Context: an optimization exercise on an open-source flow, tuned for small area, a short achievable clock period and few clock cycles per item. The choices shown serve that exercise and are no tape-out recipe.
No run shown here included a check of the RTL's function; only the layout flow was run.

===== design.v =====
module isEvenNumber(
	output wire result,
	input wire lsb
);
	assign result = ~lsb;
endmodule
module isFibonacci(
	output wire result,
	input wire [31:0] number
);
	function fib_member(input [31:0] n);
		reg [33:0] a, b, t;
		integer i;
		begin
			fib_member = 1'b0;
			a = 34'd0;
			b = 34'd1;
			for (i = 0; i < 48; i = i + 1) begin
				if ({2'b00, n} == a)
					fib_member = 1'b1;
				t = a + b;
				a = b;
				b = t;
			end
		end
	endfunction
	assign result = fib_member(number);
endmodule
module qstep(input wire p, input wire [4:0] q, output wire [4:0] m, output wire c);
	assign m[0] = q[0] & ~p | q[2] & p;
	assign m[1] = q[0] & p | q[3] & ~p;
	assign m[2] = q[1] & ~p | q[3] & p;
	assign m[3] = q[1] & p | q[4] & ~p;
	assign m[4] = q[2] & ~p | q[4] & p;
	assign c = q[3] | q[4] | q[2] & p;
endmodule
module palFront(
	output wire [44:0] state,
	input wire [31:0] number
);
	wire [4:0] f1_m;
	wire f1_c;
	qstep f1(.p(1'b0), .q({1'b0, 1'b0, 1'b0, 1'b0, 1'b1}), .m(f1_m), .c(f1_c));
	wire [4:0] f2_m;
	wire f2_c;
	qstep f2(.p(number[31]), .q({1'b0, 1'b0, 1'b0, 1'b0, f1_m[0]}), .m(f2_m), .c(f2_c));
	wire [4:0] f3_m;
	wire f3_c;
	qstep f3(.p(number[30]), .q({1'b0, 1'b0, 1'b0, f2_m[1], f2_m[0]}), .m(f3_m), .c(f3_c));
	wire [4:0] f4_m;
	wire f4_c;
	qstep f4(.p(number[29]), .q({1'b0, f3_m[3], f3_m[2], f3_m[1], f3_m[0]}), .m(f4_m), .c(f4_c));
	wire [4:0] f5_m;
	wire f5_c;
	qstep f5(.p(1'b0), .q({1'b0, 1'b0, 1'b0, 1'b0, 1'b1}), .m(f5_m), .c(f5_c));
	wire [4:0] f6_m;
	wire f6_c;
	qstep f6(.p(number[28]), .q({f4_m[4], f4_m[3], f4_m[2], f4_m[1], f4_m[0]}), .m(f6_m), .c(f6_c));
	wire [4:0] f7_m;
	wire f7_c;
	qstep f7(.p(f4_c), .q({1'b0, 1'b0, 1'b0, 1'b0, f5_m[0]}), .m(f7_m), .c(f7_c));
	wire [4:0] f8_m;
	wire f8_c;
	qstep f8(.p(number[27]), .q({f6_m[4], f6_m[3], f6_m[2], f6_m[1], f6_m[0]}), .m(f8_m), .c(f8_c));
	wire [4:0] f9_m;
	wire f9_c;
	qstep f9(.p(f6_c), .q({1'b0, 1'b0, 1'b0, f7_m[1], f7_m[0]}), .m(f9_m), .c(f9_c));
	wire [4:0] f10_m;
	wire f10_c;
	qstep f10(.p(number[26]), .q({f8_m[4], f8_m[3], f8_m[2], f8_m[1], f8_m[0]}), .m(f10_m), .c(f10_c));
	wire [4:0] f11_m;
	wire f11_c;
	qstep f11(.p(f8_c), .q({1'b0, f9_m[3], f9_m[2], f9_m[1], f9_m[0]}), .m(f11_m), .c(f11_c));
	wire [4:0] f12_m;
	wire f12_c;
	qstep f12(.p(1'b0), .q({1'b0, 1'b0, 1'b0, 1'b0, 1'b1}), .m(f12_m), .c(f12_c));
	wire [4:0] f13_m;
	wire f13_c;
	qstep f13(.p(number[25]), .q({f10_m[4], f10_m[3], f10_m[2], f10_m[1], f10_m[0]}), .m(f13_m), .c(f13_c));
	wire [4:0] f14_m;
	wire f14_c;
	qstep f14(.p(f10_c), .q({f11_m[4], f11_m[3], f11_m[2], f11_m[1], f11_m[0]}), .m(f14_m), .c(f14_c));
	wire [4:0] f15_m;
	wire f15_c;
	qstep f15(.p(f11_c), .q({1'b0, 1'b0, 1'b0, 1'b0, f12_m[0]}), .m(f15_m), .c(f15_c));
	wire [4:0] f16_m;
	wire f16_c;
	qstep f16(.p(number[24]), .q({f13_m[4], f13_m[3], f13_m[2], f13_m[1], f13_m[0]}), .m(f16_m), .c(f16_c));
	wire [4:0] f17_m;
	wire f17_c;
	qstep f17(.p(f13_c), .q({f14_m[4], f14_m[3], f14_m[2], f14_m[1], f14_m[0]}), .m(f17_m), .c(f17_c));
	wire [4:0] f18_m;
	wire f18_c;
	qstep f18(.p(f14_c), .q({1'b0, 1'b0, 1'b0, f15_m[1], f15_m[0]}), .m(f18_m), .c(f18_c));
	wire [4:0] f19_m;
	wire f19_c;
	qstep f19(.p(number[23]), .q({f16_m[4], f16_m[3], f16_m[2], f16_m[1], f16_m[0]}), .m(f19_m), .c(f19_c));
	wire [4:0] f20_m;
	wire f20_c;
	qstep f20(.p(f16_c), .q({f17_m[4], f17_m[3], f17_m[2], f17_m[1], f17_m[0]}), .m(f20_m), .c(f20_c));
	wire [4:0] f21_m;
	wire f21_c;
	qstep f21(.p(f17_c), .q({1'b0, 1'b0, f18_m[2], f18_m[1], f18_m[0]}), .m(f21_m), .c(f21_c));
	wire [4:0] f22_m;
	wire f22_c;
	qstep f22(.p(1'b0), .q({1'b0, 1'b0, 1'b0, 1'b0, 1'b1}), .m(f22_m), .c(f22_c));
	wire [4:0] f23_m;
	wire f23_c;
	qstep f23(.p(number[22]), .q({f19_m[4], f19_m[3], f19_m[2], f19_m[1], f19_m[0]}), .m(f23_m), .c(f23_c));
	wire [4:0] f24_m;
	wire f24_c;
	qstep f24(.p(f19_c), .q({f20_m[4], f20_m[3], f20_m[2], f20_m[1], f20_m[0]}), .m(f24_m), .c(f24_c));
	wire [4:0] f25_m;
	wire f25_c;
	qstep f25(.p(f20_c), .q({f21_m[4], f21_m[3], f21_m[2], f21_m[1], f21_m[0]}), .m(f25_m), .c(f25_c));
	wire [4:0] f26_m;
	wire f26_c;
	qstep f26(.p(f21_c), .q({1'b0, 1'b0, 1'b0, 1'b0, f22_m[0]}), .m(f26_m), .c(f26_c));
	wire [4:0] f27_m;
	wire f27_c;
	qstep f27(.p(number[21]), .q({f23_m[4], f23_m[3], f23_m[2], f23_m[1], f23_m[0]}), .m(f27_m), .c(f27_c));
	wire [4:0] f28_m;
	wire f28_c;
	qstep f28(.p(f23_c), .q({f24_m[4], f24_m[3], f24_m[2], f24_m[1], f24_m[0]}), .m(f28_m), .c(f28_c));
	wire [4:0] f29_m;
	wire f29_c;
	qstep f29(.p(f24_c), .q({f25_m[4], f25_m[3], f25_m[2], f25_m[1], f25_m[0]}), .m(f29_m), .c(f29_c));
	wire [4:0] f30_m;
	wire f30_c;
	qstep f30(.p(f25_c), .q({1'b0, 1'b0, 1'b0, f26_m[1], f26_m[0]}), .m(f30_m), .c(f30_c));
	wire [4:0] f31_m;
	wire f31_c;
	qstep f31(.p(number[20]), .q({f27_m[4], f27_m[3], f27_m[2], f27_m[1], f27_m[0]}), .m(f31_m), .c(f31_c));
	wire [4:0] f32_m;
	wire f32_c;
	qstep f32(.p(f27_c), .q({f28_m[4], f28_m[3], f28_m[2], f28_m[1], f28_m[0]}), .m(f32_m), .c(f32_c));
	wire [4:0] f33_m;
	wire f33_c;
	qstep f33(.p(f28_c), .q({f29_m[4], f29_m[3], f29_m[2], f29_m[1], f29_m[0]}), .m(f33_m), .c(f33_c));
	wire [4:0] f34_m;
	wire f34_c;
	qstep f34(.p(f29_c), .q({1'b0, 1'b0, f30_m[2], f30_m[1], f30_m[0]}), .m(f34_m), .c(f34_c));
	wire [4:0] f35_m;
	wire f35_c;
	qstep f35(.p(number[19]), .q({f31_m[4], f31_m[3], f31_m[2], f31_m[1], f31_m[0]}), .m(f35_m), .c(f35_c));
	wire [4:0] f36_m;
	wire f36_c;
	qstep f36(.p(f31_c), .q({f32_m[4], f32_m[3], f32_m[2], f32_m[1], f32_m[0]}), .m(f36_m), .c(f36_c));
	wire [4:0] f37_m;
	wire f37_c;
	qstep f37(.p(f32_c), .q({f33_m[4], f33_m[3], f33_m[2], f33_m[1], f33_m[0]}), .m(f37_m), .c(f37_c));
	wire [4:0] f38_m;
	wire f38_c;
	qstep f38(.p(f33_c), .q({f34_m[4], f34_m[3], f34_m[2], f34_m[1], f34_m[0]}), .m(f38_m), .c(f38_c));
	wire [4:0] f39_m;
	wire f39_c;
	qstep f39(.p(1'b0), .q({1'b0, 1'b0, 1'b0, 1'b0, 1'b1}), .m(f39_m), .c(f39_c));
	wire [4:0] f40_m;
	wire f40_c;
	qstep f40(.p(number[18]), .q({f35_m[4], f35_m[3], f35_m[2], f35_m[1], f35_m[0]}), .m(f40_m), .c(f40_c));
	wire [4:0] f41_m;
	wire f41_c;
	qstep f41(.p(f35_c), .q({f36_m[4], f36_m[3], f36_m[2], f36_m[1], f36_m[0]}), .m(f41_m), .c(f41_c));
	wire [4:0] f42_m;
	wire f42_c;
	qstep f42(.p(f36_c), .q({f37_m[4], f37_m[3], f37_m[2], f37_m[1], f37_m[0]}), .m(f42_m), .c(f42_c));
	wire [4:0] f43_m;
	wire f43_c;
	qstep f43(.p(f37_c), .q({f38_m[4], f38_m[3], f38_m[2], f38_m[1], f38_m[0]}), .m(f43_m), .c(f43_c));
	wire [4:0] f44_m;
	wire f44_c;
	qstep f44(.p(f38_c), .q({1'b0, 1'b0, 1'b0, 1'b0, f39_m[0]}), .m(f44_m), .c(f44_c));
	wire [4:0] f45_m;
	wire f45_c;
	qstep f45(.p(number[17]), .q({f40_m[4], f40_m[3], f40_m[2], f40_m[1], f40_m[0]}), .m(f45_m), .c(f45_c));
	wire [4:0] f46_m;
	wire f46_c;
	qstep f46(.p(f40_c), .q({f41_m[4], f41_m[3], f41_m[2], f41_m[1], f41_m[0]}), .m(f46_m), .c(f46_c));
	wire [4:0] f47_m;
	wire f47_c;
	qstep f47(.p(f41_c), .q({f42_m[4], f42_m[3], f42_m[2], f42_m[1], f42_m[0]}), .m(f47_m), .c(f47_c));
	wire [4:0] f48_m;
	wire f48_c;
	qstep f48(.p(f42_c), .q({f43_m[4], f43_m[3], f43_m[2], f43_m[1], f43_m[0]}), .m(f48_m), .c(f48_c));
	wire [4:0] f49_m;
	wire f49_c;
	qstep f49(.p(f43_c), .q({1'b0, 1'b0, 1'b0, f44_m[1], f44_m[0]}), .m(f49_m), .c(f49_c));
	assign state = {f49_m[3], f49_m[2], f49_m[1], f49_m[0], f48_c, f48_m[4], f48_m[3], f48_m[2], f48_m[1], f48_m[0], f47_c, f47_m[4], f47_m[3], f47_m[2], f47_m[1], f47_m[0], f46_c, f46_m[4], f46_m[3], f46_m[2], f46_m[1], f46_m[0], f45_c, f45_m[4], f45_m[3], f45_m[2], f45_m[1], f45_m[0], number[16], number[15], number[14], number[13], number[12], number[11], number[10], number[9], number[8], number[7], number[6], number[5], number[4], number[3], number[2], number[1], number[0]};
endmodule
module palBack(
	output wire result,
	input wire [44:0] state
);
	wire [4:0] b1_m;
	wire b1_c;
	qstep b1(.p(state[16]), .q({state[21], state[20], state[19], state[18], state[17]}), .m(b1_m), .c(b1_c));
	wire [4:0] b2_m;
	wire b2_c;
	qstep b2(.p(state[22]), .q({state[27], state[26], state[25], state[24], state[23]}), .m(b2_m), .c(b2_c));
	wire [4:0] b3_m;
	wire b3_c;
	qstep b3(.p(state[28]), .q({state[33], state[32], state[31], state[30], state[29]}), .m(b3_m), .c(b3_c));
	wire [4:0] b4_m;
	wire b4_c;
	qstep b4(.p(state[34]), .q({state[39], state[38], state[37], state[36], state[35]}), .m(b4_m), .c(b4_c));
	wire [4:0] b5_m;
	wire b5_c;
	qstep b5(.p(state[40]), .q({1'b0, state[44], state[43], state[42], state[41]}), .m(b5_m), .c(b5_c));
	wire [4:0] b6_m;
	wire b6_c;
	qstep b6(.p(1'b0), .q({1'b0, 1'b0, 1'b0, 1'b0, 1'b1}), .m(b6_m), .c(b6_c));
	wire [4:0] b7_m;
	wire b7_c;
	qstep b7(.p(state[15]), .q({b1_m[4], b1_m[3], b1_m[2], b1_m[1], b1_m[0]}), .m(b7_m), .c(b7_c));
	wire [4:0] b8_m;
	wire b8_c;
	qstep b8(.p(b1_c), .q({b2_m[4], b2_m[3], b2_m[2], b2_m[1], b2_m[0]}), .m(b8_m), .c(b8_c));
	wire [4:0] b9_m;
	wire b9_c;
	qstep b9(.p(b2_c), .q({b3_m[4], b3_m[3], b3_m[2], b3_m[1], b3_m[0]}), .m(b9_m), .c(b9_c));
	wire [4:0] b10_m;
	wire b10_c;
	qstep b10(.p(b3_c), .q({b4_m[4], b4_m[3], b4_m[2], b4_m[1], b4_m[0]}), .m(b10_m), .c(b10_c));
	wire [4:0] b11_m;
	wire b11_c;
	qstep b11(.p(b4_c), .q({b5_m[4], b5_m[3], b5_m[2], b5_m[1], b5_m[0]}), .m(b11_m), .c(b11_c));
	wire [4:0] b12_m;
	wire b12_c;
	qstep b12(.p(b5_c), .q({1'b0, 1'b0, 1'b0, 1'b0, b6_m[0]}), .m(b12_m), .c(b12_c));
	wire [4:0] b13_m;
	wire b13_c;
	qstep b13(.p(state[14]), .q({b7_m[4], b7_m[3], b7_m[2], b7_m[1], b7_m[0]}), .m(b13_m), .c(b13_c));
	wire [4:0] b14_m;
	wire b14_c;
	qstep b14(.p(b7_c), .q({b8_m[4], b8_m[3], b8_m[2], b8_m[1], b8_m[0]}), .m(b14_m), .c(b14_c));
	wire [4:0] b15_m;
	wire b15_c;
	qstep b15(.p(b8_c), .q({b9_m[4], b9_m[3], b9_m[2], b9_m[1], b9_m[0]}), .m(b15_m), .c(b15_c));
	wire [4:0] b16_m;
	wire b16_c;
	qstep b16(.p(b9_c), .q({b10_m[4], b10_m[3], b10_m[2], b10_m[1], b10_m[0]}), .m(b16_m), .c(b16_c));
	wire [4:0] b17_m;
	wire b17_c;
	qstep b17(.p(b10_c), .q({b11_m[4], b11_m[3], b11_m[2], b11_m[1], b11_m[0]}), .m(b17_m), .c(b17_c));
	wire [4:0] b18_m;
	wire b18_c;
	qstep b18(.p(b11_c), .q({1'b0, 1'b0, 1'b0, b12_m[1], b12_m[0]}), .m(b18_m), .c(b18_c));
	wire [4:0] b19_m;
	wire b19_c;
	qstep b19(.p(state[13]), .q({b13_m[4], b13_m[3], b13_m[2], b13_m[1], b13_m[0]}), .m(b19_m), .c(b19_c));
	wire [4:0] b20_m;
	wire b20_c;
	qstep b20(.p(b13_c), .q({b14_m[4], b14_m[3], b14_m[2], b14_m[1], b14_m[0]}), .m(b20_m), .c(b20_c));
	wire [4:0] b21_m;
	wire b21_c;
	qstep b21(.p(b14_c), .q({b15_m[4], b15_m[3], b15_m[2], b15_m[1], b15_m[0]}), .m(b21_m), .c(b21_c));
	wire [4:0] b22_m;
	wire b22_c;
	qstep b22(.p(b15_c), .q({b16_m[4], b16_m[3], b16_m[2], b16_m[1], b16_m[0]}), .m(b22_m), .c(b22_c));
	wire [4:0] b23_m;
	wire b23_c;
	qstep b23(.p(b16_c), .q({b17_m[4], b17_m[3], b17_m[2], b17_m[1], b17_m[0]}), .m(b23_m), .c(b23_c));
	wire [4:0] b24_m;
	wire b24_c;
	qstep b24(.p(b17_c), .q({1'b0, 1'b0, b18_m[2], b18_m[1], b18_m[0]}), .m(b24_m), .c(b24_c));
	wire [4:0] b25_m;
	wire b25_c;
	qstep b25(.p(1'b0), .q({1'b0, 1'b0, 1'b0, 1'b0, 1'b1}), .m(b25_m), .c(b25_c));
	wire [4:0] b26_m;
	wire b26_c;
	qstep b26(.p(state[12]), .q({b19_m[4], b19_m[3], b19_m[2], b19_m[1], b19_m[0]}), .m(b26_m), .c(b26_c));
	wire [4:0] b27_m;
	wire b27_c;
	qstep b27(.p(b19_c), .q({b20_m[4], b20_m[3], b20_m[2], b20_m[1], b20_m[0]}), .m(b27_m), .c(b27_c));
	wire [4:0] b28_m;
	wire b28_c;
	qstep b28(.p(b20_c), .q({b21_m[4], b21_m[3], b21_m[2], b21_m[1], b21_m[0]}), .m(b28_m), .c(b28_c));
	wire [4:0] b29_m;
	wire b29_c;
	qstep b29(.p(b21_c), .q({b22_m[4], b22_m[3], b22_m[2], b22_m[1], b22_m[0]}), .m(b29_m), .c(b29_c));
	wire [4:0] b30_m;
	wire b30_c;
	qstep b30(.p(b22_c), .q({b23_m[4], b23_m[3], b23_m[2], b23_m[1], b23_m[0]}), .m(b30_m), .c(b30_c));
	wire [4:0] b31_m;
	wire b31_c;
	qstep b31(.p(b23_c), .q({b24_m[4], b24_m[3], b24_m[2], b24_m[1], b24_m[0]}), .m(b31_m), .c(b31_c));
	wire [4:0] b32_m;
	wire b32_c;
	qstep b32(.p(b24_c), .q({1'b0, 1'b0, 1'b0, 1'b0, b25_m[0]}), .m(b32_m), .c(b32_c));
	wire [4:0] b33_m;
	wire b33_c;
	qstep b33(.p(state[11]), .q({b26_m[4], b26_m[3], b26_m[2], b26_m[1], b26_m[0]}), .m(b33_m), .c(b33_c));
	wire [4:0] b34_m;
	wire b34_c;
	qstep b34(.p(b26_c), .q({b27_m[4], b27_m[3], b27_m[2], b27_m[1], b27_m[0]}), .m(b34_m), .c(b34_c));
	wire [4:0] b35_m;
	wire b35_c;
	qstep b35(.p(b27_c), .q({b28_m[4], b28_m[3], b28_m[2], b28_m[1], b28_m[0]}), .m(b35_m), .c(b35_c));
	wire [4:0] b36_m;
	wire b36_c;
	qstep b36(.p(b28_c), .q({b29_m[4], b29_m[3], b29_m[2], b29_m[1], b29_m[0]}), .m(b36_m), .c(b36_c));
	wire [4:0] b37_m;
	wire b37_c;
	qstep b37(.p(b29_c), .q({b30_m[4], b30_m[3], b30_m[2], b30_m[1], b30_m[0]}), .m(b37_m), .c(b37_c));
	wire [4:0] b38_m;
	wire b38_c;
	qstep b38(.p(b30_c), .q({b31_m[4], b31_m[3], b31_m[2], b31_m[1], b31_m[0]}), .m(b38_m), .c(b38_c));
	wire [4:0] b39_m;
	wire b39_c;
	qstep b39(.p(b31_c), .q({1'b0, 1'b0, 1'b0, b32_m[1], b32_m[0]}), .m(b39_m), .c(b39_c));
	wire [4:0] b40_m;
	wire b40_c;
	qstep b40(.p(state[10]), .q({b33_m[4], b33_m[3], b33_m[2], b33_m[1], b33_m[0]}), .m(b40_m), .c(b40_c));
	wire [4:0] b41_m;
	wire b41_c;
	qstep b41(.p(b33_c), .q({b34_m[4], b34_m[3], b34_m[2], b34_m[1], b34_m[0]}), .m(b41_m), .c(b41_c));
	wire [4:0] b42_m;
	wire b42_c;
	qstep b42(.p(b34_c), .q({b35_m[4], b35_m[3], b35_m[2], b35_m[1], b35_m[0]}), .m(b42_m), .c(b42_c));
	wire [4:0] b43_m;
	wire b43_c;
	qstep b43(.p(b35_c), .q({b36_m[4], b36_m[3], b36_m[2], b36_m[1], b36_m[0]}), .m(b43_m), .c(b43_c));
	wire [4:0] b44_m;
	wire b44_c;
	qstep b44(.p(b36_c), .q({b37_m[4], b37_m[3], b37_m[2], b37_m[1], b37_m[0]}), .m(b44_m), .c(b44_c));
	wire [4:0] b45_m;
	wire b45_c;
	qstep b45(.p(b37_c), .q({b38_m[4], b38_m[3], b38_m[2], b38_m[1], b38_m[0]}), .m(b45_m), .c(b45_c));
	wire [4:0] b46_m;
	wire b46_c;
	qstep b46(.p(b38_c), .q({1'b0, 1'b0, b39_m[2], b39_m[1], b39_m[0]}), .m(b46_m), .c(b46_c));
	wire [4:0] b47_m;
	wire b47_c;
	qstep b47(.p(state[9]), .q({b40_m[4], b40_m[3], b40_m[2], b40_m[1], b40_m[0]}), .m(b47_m), .c(b47_c));
	wire [4:0] b48_m;
	wire b48_c;
	qstep b48(.p(b40_c), .q({b41_m[4], b41_m[3], b41_m[2], b41_m[1], b41_m[0]}), .m(b48_m), .c(b48_c));
	wire [4:0] b49_m;
	wire b49_c;
	qstep b49(.p(b41_c), .q({b42_m[4], b42_m[3], b42_m[2], b42_m[1], b42_m[0]}), .m(b49_m), .c(b49_c));
	wire [4:0] b50_m;
	wire b50_c;
	qstep b50(.p(b42_c), .q({b43_m[4], b43_m[3], b43_m[2], b43_m[1], b43_m[0]}), .m(b50_m), .c(b50_c));
	wire [4:0] b51_m;
	wire b51_c;
	qstep b51(.p(b43_c), .q({b44_m[4], b44_m[3], b44_m[2], b44_m[1], b44_m[0]}), .m(b51_m), .c(b51_c));
	wire [4:0] b52_m;
	wire b52_c;
	qstep b52(.p(b44_c), .q({b45_m[4], b45_m[3], b45_m[2], b45_m[1], b45_m[0]}), .m(b52_m), .c(b52_c));
	wire [4:0] b53_m;
	wire b53_c;
	qstep b53(.p(b45_c), .q({b46_m[4], b46_m[3], b46_m[2], b46_m[1], b46_m[0]}), .m(b53_m), .c(b53_c));
	wire [4:0] b54_m;
	wire b54_c;
	qstep b54(.p(1'b0), .q({1'b0, 1'b0, 1'b0, 1'b0, 1'b1}), .m(b54_m), .c(b54_c));
	wire [4:0] b55_m;
	wire b55_c;
	qstep b55(.p(state[8]), .q({b47_m[4], b47_m[3], b47_m[2], b47_m[1], b47_m[0]}), .m(b55_m), .c(b55_c));
	wire [4:0] b56_m;
	wire b56_c;
	qstep b56(.p(b47_c), .q({b48_m[4], b48_m[3], b48_m[2], b48_m[1], b48_m[0]}), .m(b56_m), .c(b56_c));
	wire [4:0] b57_m;
	wire b57_c;
	qstep b57(.p(b48_c), .q({b49_m[4], b49_m[3], b49_m[2], b49_m[1], b49_m[0]}), .m(b57_m), .c(b57_c));
	wire [4:0] b58_m;
	wire b58_c;
	qstep b58(.p(b49_c), .q({b50_m[4], b50_m[3], b50_m[2], b50_m[1], b50_m[0]}), .m(b58_m), .c(b58_c));
	wire [4:0] b59_m;
	wire b59_c;
	qstep b59(.p(b50_c), .q({b51_m[4], b51_m[3], b51_m[2], b51_m[1], b51_m[0]}), .m(b59_m), .c(b59_c));
	wire [4:0] b60_m;
	wire b60_c;
	qstep b60(.p(b51_c), .q({b52_m[4], b52_m[3], b52_m[2], b52_m[1], b52_m[0]}), .m(b60_m), .c(b60_c));
	wire [4:0] b61_m;
	wire b61_c;
	qstep b61(.p(b52_c), .q({b53_m[4], b53_m[3], b53_m[2], b53_m[1], b53_m[0]}), .m(b61_m), .c(b61_c));
	wire [4:0] b62_m;
	wire b62_c;
	qstep b62(.p(b53_c), .q({1'b0, 1'b0, 1'b0, 1'b0, b54_m[0]}), .m(b62_m), .c(b62_c));
	wire [4:0] b63_m;
	wire b63_c;
	qstep b63(.p(state[7]), .q({b55_m[4], b55_m[3], b55_m[2], b55_m[1], b55_m[0]}), .m(b63_m), .c(b63_c));
	wire [4:0] b64_m;
	wire b64_c;
	qstep b64(.p(b55_c), .q({b56_m[4], b56_m[3], b56_m[2], b56_m[1], b56_m[0]}), .m(b64_m), .c(b64_c));
	wire [4:0] b65_m;
	wire b65_c;
	qstep b65(.p(b56_c), .q({b57_m[4], b57_m[3], b57_m[2], b57_m[1], b57_m[0]}), .m(b65_m), .c(b65_c));
	wire [4:0] b66_m;
	wire b66_c;
	qstep b66(.p(b57_c), .q({b58_m[4], b58_m[3], b58_m[2], b58_m[1], b58_m[0]}), .m(b66_m), .c(b66_c));
	wire [4:0] b67_m;
	wire b67_c;
	qstep b67(.p(b58_c), .q({b59_m[4], b59_m[3], b59_m[2], b59_m[1], b59_m[0]}), .m(b67_m), .c(b67_c));
	wire [4:0] b68_m;
	wire b68_c;
	qstep b68(.p(b59_c), .q({b60_m[4], b60_m[3], b60_m[2], b60_m[1], b60_m[0]}), .m(b68_m), .c(b68_c));
	wire [4:0] b69_m;
	wire b69_c;
	qstep b69(.p(b60_c), .q({b61_m[4], b61_m[3], b61_m[2], b61_m[1], b61_m[0]}), .m(b69_m), .c(b69_c));
	wire [4:0] b70_m;
	wire b70_c;
	qstep b70(.p(b61_c), .q({1'b0, 1'b0, 1'b0, b62_m[1], b62_m[0]}), .m(b70_m), .c(b70_c));
	wire [4:0] b71_m;
	wire b71_c;
	qstep b71(.p(state[6]), .q({b63_m[4], b63_m[3], b63_m[2], b63_m[1], b63_m[0]}), .m(b71_m), .c(b71_c));
	wire [4:0] b72_m;
	wire b72_c;
	qstep b72(.p(b63_c), .q({b64_m[4], b64_m[3], b64_m[2], b64_m[1], b64_m[0]}), .m(b72_m), .c(b72_c));
	wire [4:0] b73_m;
	wire b73_c;
	qstep b73(.p(b64_c), .q({b65_m[4], b65_m[3], b65_m[2], b65_m[1], b65_m[0]}), .m(b73_m), .c(b73_c));
	wire [4:0] b74_m;
	wire b74_c;
	qstep b74(.p(b65_c), .q({b66_m[4], b66_m[3], b66_m[2], b66_m[1], b66_m[0]}), .m(b74_m), .c(b74_c));
	wire [4:0] b75_m;
	wire b75_c;
	qstep b75(.p(b66_c), .q({b67_m[4], b67_m[3], b67_m[2], b67_m[1], b67_m[0]}), .m(b75_m), .c(b75_c));
	wire [4:0] b76_m;
	wire b76_c;
	qstep b76(.p(b67_c), .q({b68_m[4], b68_m[3], b68_m[2], b68_m[1], b68_m[0]}), .m(b76_m), .c(b76_c));
	wire [4:0] b77_m;
	wire b77_c;
	qstep b77(.p(b68_c), .q({b69_m[4], b69_m[3], b69_m[2], b69_m[1], b69_m[0]}), .m(b77_m), .c(b77_c));
	wire [4:0] b78_m;
	wire b78_c;
	qstep b78(.p(b69_c), .q({1'b0, b70_m[3], b70_m[2], b70_m[1], b70_m[0]}), .m(b78_m), .c(b78_c));
	wire [4:0] b79_m;
	wire b79_c;
	qstep b79(.p(1'b0), .q({1'b0, 1'b0, 1'b0, 1'b0, 1'b1}), .m(b79_m), .c(b79_c));
	wire [4:0] b80_m;
	wire b80_c;
	qstep b80(.p(state[5]), .q({b71_m[4], b71_m[3], b71_m[2], b71_m[1], b71_m[0]}), .m(b80_m), .c(b80_c));
	wire [4:0] b81_m;
	wire b81_c;
	qstep b81(.p(b71_c), .q({b72_m[4], b72_m[3], b72_m[2], b72_m[1], b72_m[0]}), .m(b81_m), .c(b81_c));
	wire [4:0] b82_m;
	wire b82_c;
	qstep b82(.p(b72_c), .q({b73_m[4], b73_m[3], b73_m[2], b73_m[1], b73_m[0]}), .m(b82_m), .c(b82_c));
	wire [4:0] b83_m;
	wire b83_c;
	qstep b83(.p(b73_c), .q({b74_m[4], b74_m[3], b74_m[2], b74_m[1], b74_m[0]}), .m(b83_m), .c(b83_c));
	wire [4:0] b84_m;
	wire b84_c;
	qstep b84(.p(b74_c), .q({b75_m[4], b75_m[3], b75_m[2], b75_m[1], b75_m[0]}), .m(b84_m), .c(b84_c));
	wire [4:0] b85_m;
	wire b85_c;
	qstep b85(.p(b75_c), .q({b76_m[4], b76_m[3], b76_m[2], b76_m[1], b76_m[0]}), .m(b85_m), .c(b85_c));
	wire [4:0] b86_m;
	wire b86_c;
	qstep b86(.p(b76_c), .q({b77_m[4], b77_m[3], b77_m[2], b77_m[1], b77_m[0]}), .m(b86_m), .c(b86_c));
	wire [4:0] b87_m;
	wire b87_c;
	qstep b87(.p(b77_c), .q({b78_m[4], b78_m[3], b78_m[2], b78_m[1], b78_m[0]}), .m(b87_m), .c(b87_c));
	wire [4:0] b88_m;
	wire b88_c;
	qstep b88(.p(b78_c), .q({1'b0, 1'b0, 1'b0, 1'b0, b79_m[0]}), .m(b88_m), .c(b88_c));
	wire [4:0] b89_m;
	wire b89_c;
	qstep b89(.p(state[4]), .q({b80_m[4], b80_m[3], b80_m[2], b80_m[1], b80_m[0]}), .m(b89_m), .c(b89_c));
	wire [4:0] b90_m;
	wire b90_c;
	qstep b90(.p(b80_c), .q({b81_m[4], b81_m[3], b81_m[2], b81_m[1], b81_m[0]}), .m(b90_m), .c(b90_c));
	wire [4:0] b91_m;
	wire b91_c;
	qstep b91(.p(b81_c), .q({b82_m[4], b82_m[3], b82_m[2], b82_m[1], b82_m[0]}), .m(b91_m), .c(b91_c));
	wire [4:0] b92_m;
	wire b92_c;
	qstep b92(.p(b82_c), .q({b83_m[4], b83_m[3], b83_m[2], b83_m[1], b83_m[0]}), .m(b92_m), .c(b92_c));
	wire [4:0] b93_m;
	wire b93_c;
	qstep b93(.p(b83_c), .q({b84_m[4], b84_m[3], b84_m[2], b84_m[1], b84_m[0]}), .m(b93_m), .c(b93_c));
	wire [4:0] b94_m;
	wire b94_c;
	qstep b94(.p(b84_c), .q({b85_m[4], b85_m[3], b85_m[2], b85_m[1], b85_m[0]}), .m(b94_m), .c(b94_c));
	wire [4:0] b95_m;
	wire b95_c;
	qstep b95(.p(b85_c), .q({b86_m[4], b86_m[3], b86_m[2], b86_m[1], b86_m[0]}), .m(b95_m), .c(b95_c));
	wire [4:0] b96_m;
	wire b96_c;
	qstep b96(.p(b86_c), .q({b87_m[4], b87_m[3], b87_m[2], b87_m[1], b87_m[0]}), .m(b96_m), .c(b96_c));
	wire [4:0] b97_m;
	wire b97_c;
	qstep b97(.p(b87_c), .q({1'b0, 1'b0, 1'b0, b88_m[1], b88_m[0]}), .m(b97_m), .c(b97_c));
	wire [4:0] b98_m;
	wire b98_c;
	qstep b98(.p(state[3]), .q({b89_m[4], b89_m[3], b89_m[2], b89_m[1], b89_m[0]}), .m(b98_m), .c(b98_c));
	wire [4:0] b99_m;
	wire b99_c;
	qstep b99(.p(b89_c), .q({b90_m[4], b90_m[3], b90_m[2], b90_m[1], b90_m[0]}), .m(b99_m), .c(b99_c));
	wire [4:0] b100_m;
	wire b100_c;
	qstep b100(.p(b90_c), .q({b91_m[4], b91_m[3], b91_m[2], b91_m[1], b91_m[0]}), .m(b100_m), .c(b100_c));
	wire [4:0] b101_m;
	wire b101_c;
	qstep b101(.p(b91_c), .q({b92_m[4], b92_m[3], b92_m[2], b92_m[1], b92_m[0]}), .m(b101_m), .c(b101_c));
	wire [4:0] b102_m;
	wire b102_c;
	qstep b102(.p(b92_c), .q({b93_m[4], b93_m[3], b93_m[2], b93_m[1], b93_m[0]}), .m(b102_m), .c(b102_c));
	wire [4:0] b103_m;
	wire b103_c;
	qstep b103(.p(b93_c), .q({b94_m[4], b94_m[3], b94_m[2], b94_m[1], b94_m[0]}), .m(b103_m), .c(b103_c));
	wire [4:0] b104_m;
	wire b104_c;
	qstep b104(.p(b94_c), .q({b95_m[4], b95_m[3], b95_m[2], b95_m[1], b95_m[0]}), .m(b104_m), .c(b104_c));
	wire [4:0] b105_m;
	wire b105_c;
	qstep b105(.p(b95_c), .q({b96_m[4], b96_m[3], b96_m[2], b96_m[1], b96_m[0]}), .m(b105_m), .c(b105_c));
	wire [4:0] b106_m;
	wire b106_c;
	qstep b106(.p(b96_c), .q({1'b0, 1'b0, b97_m[2], b97_m[1], b97_m[0]}), .m(b106_m), .c(b106_c));
	wire [4:0] b107_m;
	wire b107_c;
	qstep b107(.p(1'b0), .q({1'b0, 1'b0, 1'b0, 1'b0, 1'b1}), .m(b107_m), .c(b107_c));
	wire [4:0] b108_m;
	wire b108_c;
	qstep b108(.p(state[2]), .q({b98_m[4], b98_m[3], b98_m[2], b98_m[1], b98_m[0]}), .m(b108_m), .c(b108_c));
	wire [4:0] b109_m;
	wire b109_c;
	qstep b109(.p(b98_c), .q({b99_m[4], b99_m[3], b99_m[2], b99_m[1], b99_m[0]}), .m(b109_m), .c(b109_c));
	wire [4:0] b110_m;
	wire b110_c;
	qstep b110(.p(b99_c), .q({b100_m[4], b100_m[3], b100_m[2], b100_m[1], b100_m[0]}), .m(b110_m), .c(b110_c));
	wire [4:0] b111_m;
	wire b111_c;
	qstep b111(.p(b100_c), .q({b101_m[4], b101_m[3], b101_m[2], b101_m[1], b101_m[0]}), .m(b111_m), .c(b111_c));
	wire [4:0] b112_m;
	wire b112_c;
	qstep b112(.p(b101_c), .q({b102_m[4], b102_m[3], b102_m[2], b102_m[1], b102_m[0]}), .m(b112_m), .c(b112_c));
	wire [4:0] b113_m;
	wire b113_c;
	qstep b113(.p(b102_c), .q({b103_m[4], b103_m[3], b103_m[2], b103_m[1], b103_m[0]}), .m(b113_m), .c(b113_c));
	wire [4:0] b114_m;
	wire b114_c;
	qstep b114(.p(b103_c), .q({b104_m[4], b104_m[3], b104_m[2], b104_m[1], b104_m[0]}), .m(b114_m), .c(b114_c));
	wire [4:0] b115_m;
	wire b115_c;
	qstep b115(.p(b104_c), .q({b105_m[4], b105_m[3], b105_m[2], b105_m[1], b105_m[0]}), .m(b115_m), .c(b115_c));
	wire [4:0] b116_m;
	wire b116_c;
	qstep b116(.p(b105_c), .q({b106_m[4], b106_m[3], b106_m[2], b106_m[1], b106_m[0]}), .m(b116_m), .c(b116_c));
	wire [4:0] b117_m;
	wire b117_c;
	qstep b117(.p(b106_c), .q({1'b0, 1'b0, 1'b0, 1'b0, b107_m[0]}), .m(b117_m), .c(b117_c));
	wire [4:0] b118_m;
	wire b118_c;
	qstep b118(.p(state[1]), .q({b108_m[4], b108_m[3], b108_m[2], b108_m[1], b108_m[0]}), .m(b118_m), .c(b118_c));
	wire [4:0] b119_m;
	wire b119_c;
	qstep b119(.p(b108_c), .q({b109_m[4], b109_m[3], b109_m[2], b109_m[1], b109_m[0]}), .m(b119_m), .c(b119_c));
	wire [4:0] b120_m;
	wire b120_c;
	qstep b120(.p(b109_c), .q({b110_m[4], b110_m[3], b110_m[2], b110_m[1], b110_m[0]}), .m(b120_m), .c(b120_c));
	wire [4:0] b121_m;
	wire b121_c;
	qstep b121(.p(b110_c), .q({b111_m[4], b111_m[3], b111_m[2], b111_m[1], b111_m[0]}), .m(b121_m), .c(b121_c));
	wire [4:0] b122_m;
	wire b122_c;
	qstep b122(.p(b111_c), .q({b112_m[4], b112_m[3], b112_m[2], b112_m[1], b112_m[0]}), .m(b122_m), .c(b122_c));
	wire [4:0] b123_m;
	wire b123_c;
	qstep b123(.p(b112_c), .q({b113_m[4], b113_m[3], b113_m[2], b113_m[1], b113_m[0]}), .m(b123_m), .c(b123_c));
	wire [4:0] b124_m;
	wire b124_c;
	qstep b124(.p(b113_c), .q({b114_m[4], b114_m[3], b114_m[2], b114_m[1], b114_m[0]}), .m(b124_m), .c(b124_c));
	wire [4:0] b125_m;
	wire b125_c;
	qstep b125(.p(b114_c), .q({b115_m[4], b115_m[3], b115_m[2], b115_m[1], b115_m[0]}), .m(b125_m), .c(b125_c));
	wire [4:0] b126_m;
	wire b126_c;
	qstep b126(.p(b115_c), .q({b116_m[4], b116_m[3], b116_m[2], b116_m[1], b116_m[0]}), .m(b126_m), .c(b126_c));
	wire [4:0] b127_m;
	wire b127_c;
	qstep b127(.p(b116_c), .q({1'b0, 1'b0, 1'b0, b117_m[1], b117_m[0]}), .m(b127_m), .c(b127_c));
	wire [9:0] z;
	assign z[0] = ~state[0] & b118_m[0];
	assign z[1] = ~b118_c & b119_m[0];
	assign z[2] = ~b119_c & b120_m[0];
	assign z[3] = ~b120_c & b121_m[0];
	assign z[4] = ~b121_c & b122_m[0];
	assign z[5] = ~b122_c & b123_m[0];
	assign z[6] = ~b123_c & b124_m[0];
	assign z[7] = ~b124_c & b125_m[0];
	assign z[8] = ~b125_c & b126_m[0];
	assign z[9] = ~b126_c & b127_m[0];
	wire [10:2] s;
	assign s[2] = ((state[0] ~^ b118_c) & (b118_m[0] & b119_m[0] | b118_m[1] & b119_m[1] | b118_m[2] & b119_m[2] | b118_m[3] & b119_m[3] | b118_m[4] & b119_m[4]));
	assign s[3] = ((state[0] ~^ b119_c) & (b118_m[0] & b120_m[0] | b118_m[1] & b120_m[1] | b118_m[2] & b120_m[2] | b118_m[3] & b120_m[3] | b118_m[4] & b120_m[4]));
	assign s[4] = ((state[0] ~^ b120_c) & (b118_m[0] & b121_m[0] | b118_m[1] & b121_m[1] | b118_m[2] & b121_m[2] | b118_m[3] & b121_m[3] | b118_m[4] & b121_m[4])) & ((b118_c ~^ b119_c) & (b119_m[0] & b120_m[0] | b119_m[1] & b120_m[1] | b119_m[2] & b120_m[2] | b119_m[3] & b120_m[3] | b119_m[4] & b120_m[4]));
	assign s[5] = ((state[0] ~^ b121_c) & (b118_m[0] & b122_m[0] | b118_m[1] & b122_m[1] | b118_m[2] & b122_m[2] | b118_m[3] & b122_m[3] | b118_m[4] & b122_m[4])) & ((b118_c ~^ b120_c) & (b119_m[0] & b121_m[0] | b119_m[1] & b121_m[1] | b119_m[2] & b121_m[2] | b119_m[3] & b121_m[3] | b119_m[4] & b121_m[4]));
	assign s[6] = ((state[0] ~^ b122_c) & (b118_m[0] & b123_m[0] | b118_m[1] & b123_m[1] | b118_m[2] & b123_m[2] | b118_m[3] & b123_m[3] | b118_m[4] & b123_m[4])) & ((b118_c ~^ b121_c) & (b119_m[0] & b122_m[0] | b119_m[1] & b122_m[1] | b119_m[2] & b122_m[2] | b119_m[3] & b122_m[3] | b119_m[4] & b122_m[4])) & ((b119_c ~^ b120_c) & (b120_m[0] & b121_m[0] | b120_m[1] & b121_m[1] | b120_m[2] & b121_m[2] | b120_m[3] & b121_m[3] | b120_m[4] & b121_m[4]));
	assign s[7] = ((state[0] ~^ b123_c) & (b118_m[0] & b124_m[0] | b118_m[1] & b124_m[1] | b118_m[2] & b124_m[2] | b118_m[3] & b124_m[3] | b118_m[4] & b124_m[4])) & ((b118_c ~^ b122_c) & (b119_m[0] & b123_m[0] | b119_m[1] & b123_m[1] | b119_m[2] & b123_m[2] | b119_m[3] & b123_m[3] | b119_m[4] & b123_m[4])) & ((b119_c ~^ b121_c) & (b120_m[0] & b122_m[0] | b120_m[1] & b122_m[1] | b120_m[2] & b122_m[2] | b120_m[3] & b122_m[3] | b120_m[4] & b122_m[4]));
	assign s[8] = ((state[0] ~^ b124_c) & (b118_m[0] & b125_m[0] | b118_m[1] & b125_m[1] | b118_m[2] & b125_m[2] | b118_m[3] & b125_m[3] | b118_m[4] & b125_m[4])) & ((b118_c ~^ b123_c) & (b119_m[0] & b124_m[0] | b119_m[1] & b124_m[1] | b119_m[2] & b124_m[2] | b119_m[3] & b124_m[3] | b119_m[4] & b124_m[4])) & ((b119_c ~^ b122_c) & (b120_m[0] & b123_m[0] | b120_m[1] & b123_m[1] | b120_m[2] & b123_m[2] | b120_m[3] & b123_m[3] | b120_m[4] & b123_m[4])) & ((b120_c ~^ b121_c) & (b121_m[0] & b122_m[0] | b121_m[1] & b122_m[1] | b121_m[2] & b122_m[2] | b121_m[3] & b122_m[3] | b121_m[4] & b122_m[4]));
	assign s[9] = ((state[0] ~^ b125_c) & (b118_m[0] & b126_m[0] | b118_m[1] & b126_m[1] | b118_m[2] & b126_m[2] | b118_m[3] & b126_m[3] | b118_m[4] & b126_m[4])) & ((b118_c ~^ b124_c) & (b119_m[0] & b125_m[0] | b119_m[1] & b125_m[1] | b119_m[2] & b125_m[2] | b119_m[3] & b125_m[3] | b119_m[4] & b125_m[4])) & ((b119_c ~^ b123_c) & (b120_m[0] & b124_m[0] | b120_m[1] & b124_m[1] | b120_m[2] & b124_m[2] | b120_m[3] & b124_m[3] | b120_m[4] & b124_m[4])) & ((b120_c ~^ b122_c) & (b121_m[0] & b123_m[0] | b121_m[1] & b123_m[1] | b121_m[2] & b123_m[2] | b121_m[3] & b123_m[3] | b121_m[4] & b123_m[4]));
	assign s[10] = ((state[0] ~^ b126_c) & (b118_m[0] & b127_m[0] | b118_m[1] & b127_m[1] | b118_m[2] & b127_m[2])) & ((b118_c ~^ b125_c) & (b119_m[0] & b126_m[0] | b119_m[1] & b126_m[1] | b119_m[2] & b126_m[2] | b119_m[3] & b126_m[3] | b119_m[4] & b126_m[4])) & ((b119_c ~^ b124_c) & (b120_m[0] & b125_m[0] | b120_m[1] & b125_m[1] | b120_m[2] & b125_m[2] | b120_m[3] & b125_m[3] | b120_m[4] & b125_m[4])) & ((b120_c ~^ b123_c) & (b121_m[0] & b124_m[0] | b121_m[1] & b124_m[1] | b121_m[2] & b124_m[2] | b121_m[3] & b124_m[3] | b121_m[4] & b124_m[4])) & ((b121_c ~^ b122_c) & (b122_m[0] & b123_m[0] | b122_m[1] & b123_m[1] | b122_m[2] & b123_m[2] | b122_m[3] & b123_m[3] | b122_m[4] & b123_m[4]));
	function pal(input [9:0] z, input [10:2] s);
		integer k;
		begin
			pal = 1'b1;
			for (k = 2; k <= 10; k = k + 1)
				if (!z[k - 1])
					pal = s[k];
		end
	endfunction
	assign result = pal(z, s);
endmodule
module numberAnalyzer(isEven, isFibonacci, isPalindrome, stuckStateEven, stuckStateFibonacci, stuckStatePalindrome, inp, reset, go_i, clk);
	output isEven;
	output isFibonacci;
	output isPalindrome;
	output[1:0] stuckStateEven;
	output[3:0] stuckStateFibonacci;
	output[3:0] stuckStatePalindrome;
	input[31:0] inp;
	input reset;
	input go_i;
	input clk;
	wire fib_w;
	wire [44:0] pal_w;
	isFibonacci ifn(fib_w, inp);
	palFront pf(pal_w, inp);
	reg done;
	reg fib_r;
	reg [44:0] pal_s;
	always @(posedge clk) begin
		done <= ~reset & ~done & go_i;
		fib_r <= fib_w;
		pal_s <= pal_w;
	end
	wire even_r, pal_r;
	isEvenNumber ien(even_r, pal_s[0]);
	palBack pb(pal_r, pal_s);
	assign isEven = done & even_r;
	assign isFibonacci = done & fib_r;
	assign isPalindrome = done & pal_r;
	assign stuckStateEven = {done, done & ~even_r};
	assign stuckStateFibonacci = {done & ~fib_r, {3{done & fib_r}}};
	assign stuckStatePalindrome = {done & pal_r, {2{done & ~pal_r}}, done & pal_r};
endmodule

===== flow/run.sh =====
#!/bin/bash
# Own layout flow: the standard synthesis, then the combinational logic is
# mapped again with an area-oriented ABC script (flip-flops are kept as the
# standard synthesis made them: same instances, names and cells), then the standard flow's
# standard layout from that netlist.  Each tool's output goes to a log here.
set -euo pipefail
W=$PWD
F=$W/flow
P=${FLOW_PLATFORM:-sky130hd}
R=$W/orfs/results/$P/numberAnalyzer/base
LOGS=$W/orfs/logs/$P/numberAnalyzer/base
YOSYS=${YOSYS_EXE:-$FLOW_HOME/../tools/install/yosys/bin/yosys}
[[ -x $YOSYS ]] || YOSYS=yosys

# 1. standard synthesis
bash standard.sh synth > $W/flow_synth.log 2>&1

# 2. re-map the combinational logic
cp $R/1_2_yosys.v $W/standard_1_2_yosys.v
printf 'set_driving_cell sky130_fd_sc_hd__buf_1\nset_load 5\n' > $W/remap.constr
export REMAP_IN=$W/standard_1_2_yosys.v
export REMAP_OUT=$W/remap_1_2_yosys.v
export REMAP_LIB=$FLOW_HOME/platforms/$P/lib/sky130_fd_sc_hd__tt_025C_1v80.lib
export REMAP_ABC=$F/area.abc
export REMAP_CONSTR=$W/remap.constr
export REMAP_TOP=$FLOW_TOP
export REMAP_DONTUSE="$(grep -o -- '-dont_use [^ ]*' $LOGS/1_2_yosys.log | sed 's/-dont_use //' | sort -u | tr '\n' ' ')"
$YOSYS -c $F/remap.tcl > $W/flow_remap.log 2>&1
cp $REMAP_OUT $R/1_2_yosys.v
rm -f $R/1_synth.odb $R/1_synth.sdc

# 3. standard layout from the re-mapped netlist
bash standard.sh BUFFER_PORTS_ARGS="-buffer_cell sky130_fd_sc_hd__buf_1" SETUP_SLACK_MARGIN=90 > $W/flow_layout.log 2>&1

===== config.mk =====
export PLATFORM = sky130hd
export DESIGN_NAME = numberAnalyzer
export DESIGN_NICKNAME = numberAnalyzer
export VERILOG_FILES = /design/flow/design.v
export SDC_FILE = /design/flow/constraint.sdc
export NUM_CORES = 4
export LEC_CHECK = 0
export CAP_MARGIN = 20
export CORE_MARGIN = 2
export CORE_UTILIZATION = 60
export PLACE_DENSITY = 0.75
export SLEW_MARGIN = 20

===== constraint.sdc =====
create_clock -name core_clock -period 130.0 [get_ports {clk}]
set_input_delay 26.0000 -clock core_clock [delete_from_list [all_inputs] [get_ports {clk}]]
set_output_delay 26.0000 -clock core_clock [all_outputs]
set_load 0.01 [all_outputs]

===== flow/remap.tcl =====
# Re-map the combinational logic of a synthesized netlist with an area-oriented ABC script.
# Flip-flop instances are kept as they are (same names and cell types).
# env: REMAP_IN, REMAP_OUT, REMAP_LIB, REMAP_ABC (script), REMAP_DONTUSE (list), REMAP_TOP
yosys -import
set lib $::env(REMAP_LIB)
read_liberty -ignore_miss_func $lib
# sequential cells stay as instances
read_verilog -defer $::env(REMAP_IN)
hierarchy -top $::env(REMAP_TOP)
setattr -mod -set keep_hierarchy 1 {=t:$_*FF*} %m
flatten
opt_clean -purge
set du {}
foreach c $::env(REMAP_DONTUSE) { lappend du -dont_use $c }
abc -script $::env(REMAP_ABC) -liberty $lib {*}$du -constr $::env(REMAP_CONSTR)
opt_clean -purge
setundef -zero
splitnets
opt_clean -purge
# nets named after the flattened cells' pins
yosys rename -hide w:*.*
hilomap -singleton -hicell sky130_fd_sc_hd__conb_1 HI -locell sky130_fd_sc_hd__conb_1 LO
insbuf -buf sky130_fd_sc_hd__buf_4 A X
opt_clean -purge
select -module $::env(REMAP_TOP)
tee -o $::env(REMAP_OUT).stat stat -liberty $lib
write_verilog -noattr -nohex -nodec -selected $::env(REMAP_OUT)

===== flow/area.abc =====
strash
dc2
dch -f
amap -m
topo
stime -c

===== standard.sh =====
#!/bin/bash
# synth_recipe.tcl (not shown) runs the flow's synth.tcl, then flattens the netlist and writes it again
# the make line also repeats each setting of config.mk as NAME=value (left out here)
make -C /OpenROAD-flow-scripts/flow DESIGN_CONFIG=/design/flow/config.mk WORK_HOME=/design/flow/orfs CLKGATE_MAP_FILE= SYNTH_SCRIPT=/design/flow/synth_recipe.tcl "${@:-finish}"

==> impl_metrics.tcl, run 1 <==
set metrics [dict create \
    outcome "timing/DRC/antenna clean" \
    setup_tns_ns 0 \
    drt_iter0_markers 2621 \
    drtPass1Iterations 9 \
    clk_pin_slew_ns 0.07 \
    worstSetupStartpoint "pal_s[13]" \
    viasPerCell 7.136 \
    reg2reg_to "done" \
    core_um2 21090 \
    gp_congestion 1.082 \
    antenna_found_initial 0 \
    routedWlPerCell_um 16.91 \
    timing.final.max_slew_violations 0 \
    clkSinkCount 47 \
    io_pins 48 \
    fin_nets 2427 \
    drive_gt1_share_pct 1.295 \
    slew_headroom_pct 25.89 \
    ant_nets 0 \
    crit_type "flip-flop to output pin" \
    cts_tree "built" \
    hold_path_class "flip-flop to flip-flop" \
    slowest_stage "a211oi_1" \
    hold_violations 0 \
    arrival_ns 12.39 \
    syn_area_um2 12950 \
    synth_warnings 3 \
    die_w_um 150.9 \
    setup_viol 0 \
    die_area_um2 22780 \
    n_fill_cell 1971 \
    synthCells 2332 \
    rr_worst_depth 3 \
    drc_errors 0 \
    fmax_ghz 0.02605 \
    synth_nets 2367 \
    numCtsBuffers 5 \
    grt_max_degree 16 \
    syn_to_final_growth_pct 6.086 \
    htreeDepth 2 \
    timing.rr.start "done" \
    cp-start-kind "flip-flop" \
    die_y_um 150.9 \
    io_buffers 47 \
    rrSetupSlack_ns 129.06 \
    hpwl_mm 35.01 \
    grt_pass1_wl_mm 73.93 \
    cap_violations 0 \
    whs_ns 0.7017 \
    num_rows 53 \
    routed_wl_mm 45.11 \
    syn_area_per_cell_um2 5.554 \
    skew_ns 0 \
    path_max_fanout 11 \
    clk_path_buf_depth 2 \
    period_needed_ns 38.39 \
    post-route-period-util_pct 29.53 \
    antenna_cells 0 \
    max_stage_delay_ns 0.81 \
    cp-end-kind "output pin" \
    rsz0062_at_grt "false" \
    worstMarginPinSlew_ns 1.108 \
    clk_latency_ns 0.29 \
    root_buffer "clkbuf_16" \
    critPathRequiredTime_ns 104.00 \
    start_util_pct 61.42 \
    gr-usage-all-layers_pct 37.80 \
    crit_path_end "stuckStatePalindrome[0]" \
    grt_pass1_vias 15890 \
    crit_top_cell "nor2_1" \
    grt_overflow 0 \
    vias 19040 \
]
-- layer usage --
metal | global-route usage (%) | part of all wire, % | vias to the layer above
met1 | 50.65 | 42 | 8408
li1 | - | - | 9184
met3 | 6.837 | 10 | 179
met5 | 0 | 0 | -
met4 | 11.92 | 3.5 | 0
met2 | 61.55 | 45 | 1269
-- state kept, by name, summed over array words and instances, names as in the netlist --
register and count:
done 1, pal_s 45, fib_r 1
-- worst min path at each step --
stage	depth (start not counted)	to	startpoint	slack [ns]
6_report	3	done	done	0.70
5_1_grt	3	done	done	0.72
3_5_place_dp	3	done	done	0.69
4_1_cts	3	done	done	0.70
2_1_floorplan	3	done	done	0.54
3_3_place_gp	3	done	done	0.67
-- stage by stage --
stage | instance area [um2] | cells | worst slack [ns] | util [%]
3_5_place_dp | 13520 | 2660 | 91.27 | 64.13
6_report | 13740 | 2668 | 91.61 | 65.15
4_1_cts | 13690 | 2668 | 90.87 | 64.93
3_3_place_gp | 13520 | 2660 | 92.03 | 64.13
2_1_floorplan | 12950 | 2332 | 92.46 | -
5_1_grt | 13740 | 2668 | 90.00 | 65.15
-- layout by cell type, fill, tap and decap left out, drive strengths merged, types with 10 or more instances in the layout --
master	count
a211oi	30
a21oi	169
a221oi	18
a222oi	10
a22oi	38
a31oi	30
buf	60
clkinv	317
dfxtp	47
nand2	158
nand3	35
nand4	19
nor2	493
nor2b	21
nor3	105
nor4	33
o211ai	30
o21a	13
o21ai	130
o221ai	31
o22a	33
o22ai	400
o32a	11
o32ai	27
or2	26
or3	21
-- timing repair --
item,CTS,global route
setup endpoints to repair,0,5
setup buffers,0,0
hold buffers,0,0
resized for setup,0,6
-- critical path, delay by kind of cell (launching register included) --
family	cells	cell delay (ns)
AO/OA/AOI/OAI	16	5.32
buffers and inverters	8	2.27
flip-flops	1	0.41
AND/OR/NAND/NOR	20	4.08
-- layout make-up --
cell class	count	area (um2)	area share (%)
multi-input cells	1963	10830	78.82
inverters	315	1182	8.606
flip-flops and latches	47	940.9	6.848
well taps	275	344.1	2.504
repair buffers	60	274.0	1.994
clock buffers	5	125.1	0.9107
clock inverters	3	43.79	0.3187
==> inputs of run 2 (changes only) <==
==> flow/run.sh (replaced) <==
#!/bin/bash
# Own layout flow: the standard synthesis with an area-oriented ABC script
# (a copy of ORFS's scripts whose ABC script is flow/area.abc; every other
# synthesis step, and so every register and its name, is as standard), then the
# combinational logic is mapped once more with the same script (flip-flops kept
# as they are: same instances, names and cells), then the standard layout
# from that netlist with 1x port buffers and a setup repair margin.  Each tool's
# output goes to a log of its own here.
set -euo pipefail
W=$PWD
F=$W/flow
P=${FLOW_PLATFORM:-sky130hd}
R=$W/orfs/results/$P/numberAnalyzer/base
LOGS=$W/orfs/logs/$P/numberAnalyzer/base
YOSYS=${YOSYS_EXE:-$FLOW_HOME/../tools/install/yosys/bin/yosys}
[[ -x $YOSYS ]] || YOSYS=yosys

# 1. standard synthesis, ABC script replaced
rm -rf $W/scripts_area
cp -r $FLOW_HOME/scripts $W/scripts_area
cp $F/area.abc $W/scripts_area/abc_speed.script
cp $F/area.abc $W/scripts_area/abc_area.script
bash standard.sh SCRIPTS_DIR=$W/scripts_area synth > $W/flow_synth.log 2>&1

# 2. re-map the combinational logic
cp $R/1_2_yosys.v $W/synth_1_2_yosys.v
printf 'set_driving_cell sky130_fd_sc_hd__buf_1\nset_load 5\n' > $W/remap.constr
export REMAP_IN=$W/synth_1_2_yosys.v
export REMAP_OUT=$W/remap_1_2_yosys.v
export REMAP_LIB=$FLOW_HOME/platforms/$P/lib/sky130_fd_sc_hd__tt_025C_1v80.lib
export REMAP_ABC=$F/area.abc
export REMAP_CONSTR=$W/remap.constr
export REMAP_TOP=$FLOW_TOP
export REMAP_DONTUSE="$(grep -o -- '-dont_use [^ ]*' $LOGS/1_2_yosys.log | sed 's/-dont_use //' | sort -u | tr '\n' ' ')"
$YOSYS -c $F/remap.tcl > $W/flow_remap.log 2>&1
cp $REMAP_OUT $R/1_2_yosys.v
rm -f $R/1_synth.odb $R/1_synth.sdc

# 3. standard layout from the re-mapped netlist
bash standard.sh BUFFER_PORTS_ARGS="-buffer_cell sky130_fd_sc_hd__buf_1" SETUP_SLACK_MARGIN=90 > $W/flow_layout.log 2>&1
==> run 2 against run 1 <==
Effect of this change:
- core utilization down 0.71 points
- highest routed layer unchanged
- non-clock buffer count is 12 lower
- final area decreased by 19%
- global-route usage down 3.4 points
- wire length fell by 27%
- maximum frequency up 4.4%
- largest cell class unchanged
- die area fell by 18%
- hold slack worse by 0.032 ns
==> impl_metrics.tcl, run 2 <==
set metrics [dict create \
    outcome "timing/DRC/antenna clean" \
    ant_nets 0 \
    drive_gt1_share_pct 0.4968 \
    io_pins 48 \
    clk_pin_slew_ns 0.06 \
    grt_max_degree 18 \
    clk_latency_ns 0.30 \
    routedWlPerCell_um 14.75 \
    arrival_ns 10.76 \
    multi_input_area_um2 8542 \
    drt_iter0_markers 1269 \
    setup_viol 0 \
    die_y_um 136.3 \
    hold_violations 0 \
    synth_nets 1999 \
    syn_area_um2 10500 \
    slew_headroom_pct 20.04 \
    routed.top_layer "met4" \
    die_w_um 136.3 \
    rsz0062_at_grt "false" \
    final_cell_mix "nor2_1, o22ai_1, clkinv_1" \
    regArea_um2 940.9 \
    synthCells 1964 \
    dp.cells 2230 \
    synth_warnings 3 \
    final_cells 2238 \
    routed_wl_mm 33.01 \
    io_buffers 47 \
    crit_type "flip-flop to output pin" \
    m1WireLength_mm 13.90 \
    grt_overflow 0 \
    rrSetupSlack_ns 129.12 \
    post-route-period-util_pct 28.28 \
    regMostFlops "pal_s" \
    cp-start-kind "flip-flop" \
    viasPerCell 6.647 \
    root_buffer "clkbuf_16" \
    clk_path_buf_depth 2 \
    layout_commonest_cell "nor2_1" \
    drc_errors 0 \
    num_rows 48 \
    antenna_found_initial 0 \
    fmax_ghz 0.02720 \
    gp_congestion 1.051 \
    setup_tns_ns 0 \
    syn_area_per_cell_um2 5.346 \
    htreeDepth 2 \
    wl_met3_mm 2.145 \
    cp-end-kind "output pin" \
    clkSinkCount 47 \
    antenna_cells 0 \
    fin_nets 2047 \
    start_util_pct 61.12 \
    core_um2 17180 \
    grt_pass1_wl_mm 54.32 \
    drtPass1Iterations 9 \
    slowest_stage "nor3_1" \
    syn_to_final_growth_pct 5.435 \
    numCtsBuffers 5 \
    dr_wl_met2_mm 15.74 \
    period_needed_ns 36.76 \
    n_fill_cell 1657 \
    cts_tree "built" \
    hold_path_class "flip-flop to flip-flop" \
    hpwl_mm 26.78 \
    grt_pass1_vias 12810 \
    reg_top3 "pal_s x45, done x1, fib_r x1" \
    critPathRequiredTime_ns 104.00 \
    vias 14880 \
    cts_post_setup_buffers_inserted 0 \
    path_max_fanout 7 \
    largest_reg_flops 45 \
    cap_violations 0 \
    die_area_um2 18570 \
    max_stage_delay_ns 0.58 \
    skew_ns 0 \
    worstMarginPinSlew_ns 1.187 \
    timing.final.max_slew_violations 0 \
    crit_top_cell "clkinv_1" \
    hold_buffers 0 \
    cts_resized 0 \
    gr-usage-all-layers_pct 34.35 \
]
-- run 2: cell count changes in the layout (fill, tap and decap cells not counted), moves of 21 or more --
cell	change
a22oi_1	-36
or2_0	-22
o221ai_1	-25
a211oi_1	-27
clkinv_1	-57
o21ai_0	-21
o32ai_1	-24
a31oi_1	-25
-- run 2: per-stage QoR --
| step | worst slack [ns] | util (%) | instance area, um2 | hold WS (ns) |
|---|---|---|---|---|
| after floorplan | 95.14 | - | 10500 | 0.5386 |
| after global placement | 94.49 | 63.53 | 10910 | 0.6176 |
| after detailed placement | 93.88 | 63.53 | 10910 | 0.6420 |
| after CTS | 93.44 | 64.42 | 11060 | 0.6597 |
| after global routing | 91.98 | 64.44 | 11070 | 0.7225 |
| final | 93.24 | 64.44 | 11070 | 0.6697 |
-- run 2: worst max-delay path, delay by kind of cell, from the launching register on --
| family | cells | cell delay, ns |
|---|---|---|
| AND/OR/NAND/NOR | 15 | 4.77 |
| buffers and inverters | 10 | 2.40 |
| AO/OA/AOI/OAI | 11 | 2.94 |
| flip-flops | 1 | 0.35 |
-- run 2: area by class of cell --
cell class,count,share of cell area [%]
clock buffer,5,1.130
sequential,47,8.500
inverter,258,8.749
tap,225,2.543
clock inverter,3,0.2487
multi-input combinational,1652,77.17
timing repair buffer,48,1.662
-- run 2: layer usage --
layer | vias up | GRT usage [%]
li1 | 7510 | -
met1 | 6631 | 40.71
met2 | 625 | 63.26
met3 | 110 | 3.542
met4 | 0 | 13.08
met5 | - | 0
-- run 2: final timing paths --
check | start | to | depth (start not counted)
setup / recovery | pal_s[16] | isPalindrome | 36
setup reg to reg | done | done | 3
hold / removal | done | done | 3
hold reg to reg | done | done | 3

==> what the ideal ports hide <==
The flow's constraints put no driver on any port. The routed layouts listed below were extracted and timed again, unchanged, in two steps. Step 1, drivers: a clkbuf_16 drives clk and a buf_2 each remaining input, both assumed. Step 2 adds t to the input delays and takes it off the output delays; t is the mean of the earliest and latest rising clock arrival at the registers after step 1. Input paths then give back, and output paths get back, about the clock's delay inside the block. Three values: no drivers, after step 1, after step 2; two values: the first two.
| run | shift t [ns] | setup WS [ns] | hold slack, ns | worst slew at a driven data input, ns |
|---|---|---|---|---|
| run 1 | 0.337 | 91.610 / 91.564 / 91.901 | 0.702 / 0.702 / 0.702 | 0.06 |
| run 2 | 0.337 | 93.235 / 93.195 / 93.532 | 0.670 / 0.670 / 0.670 | 0.03 |
After both steps setup and hold are still met in every run listed.
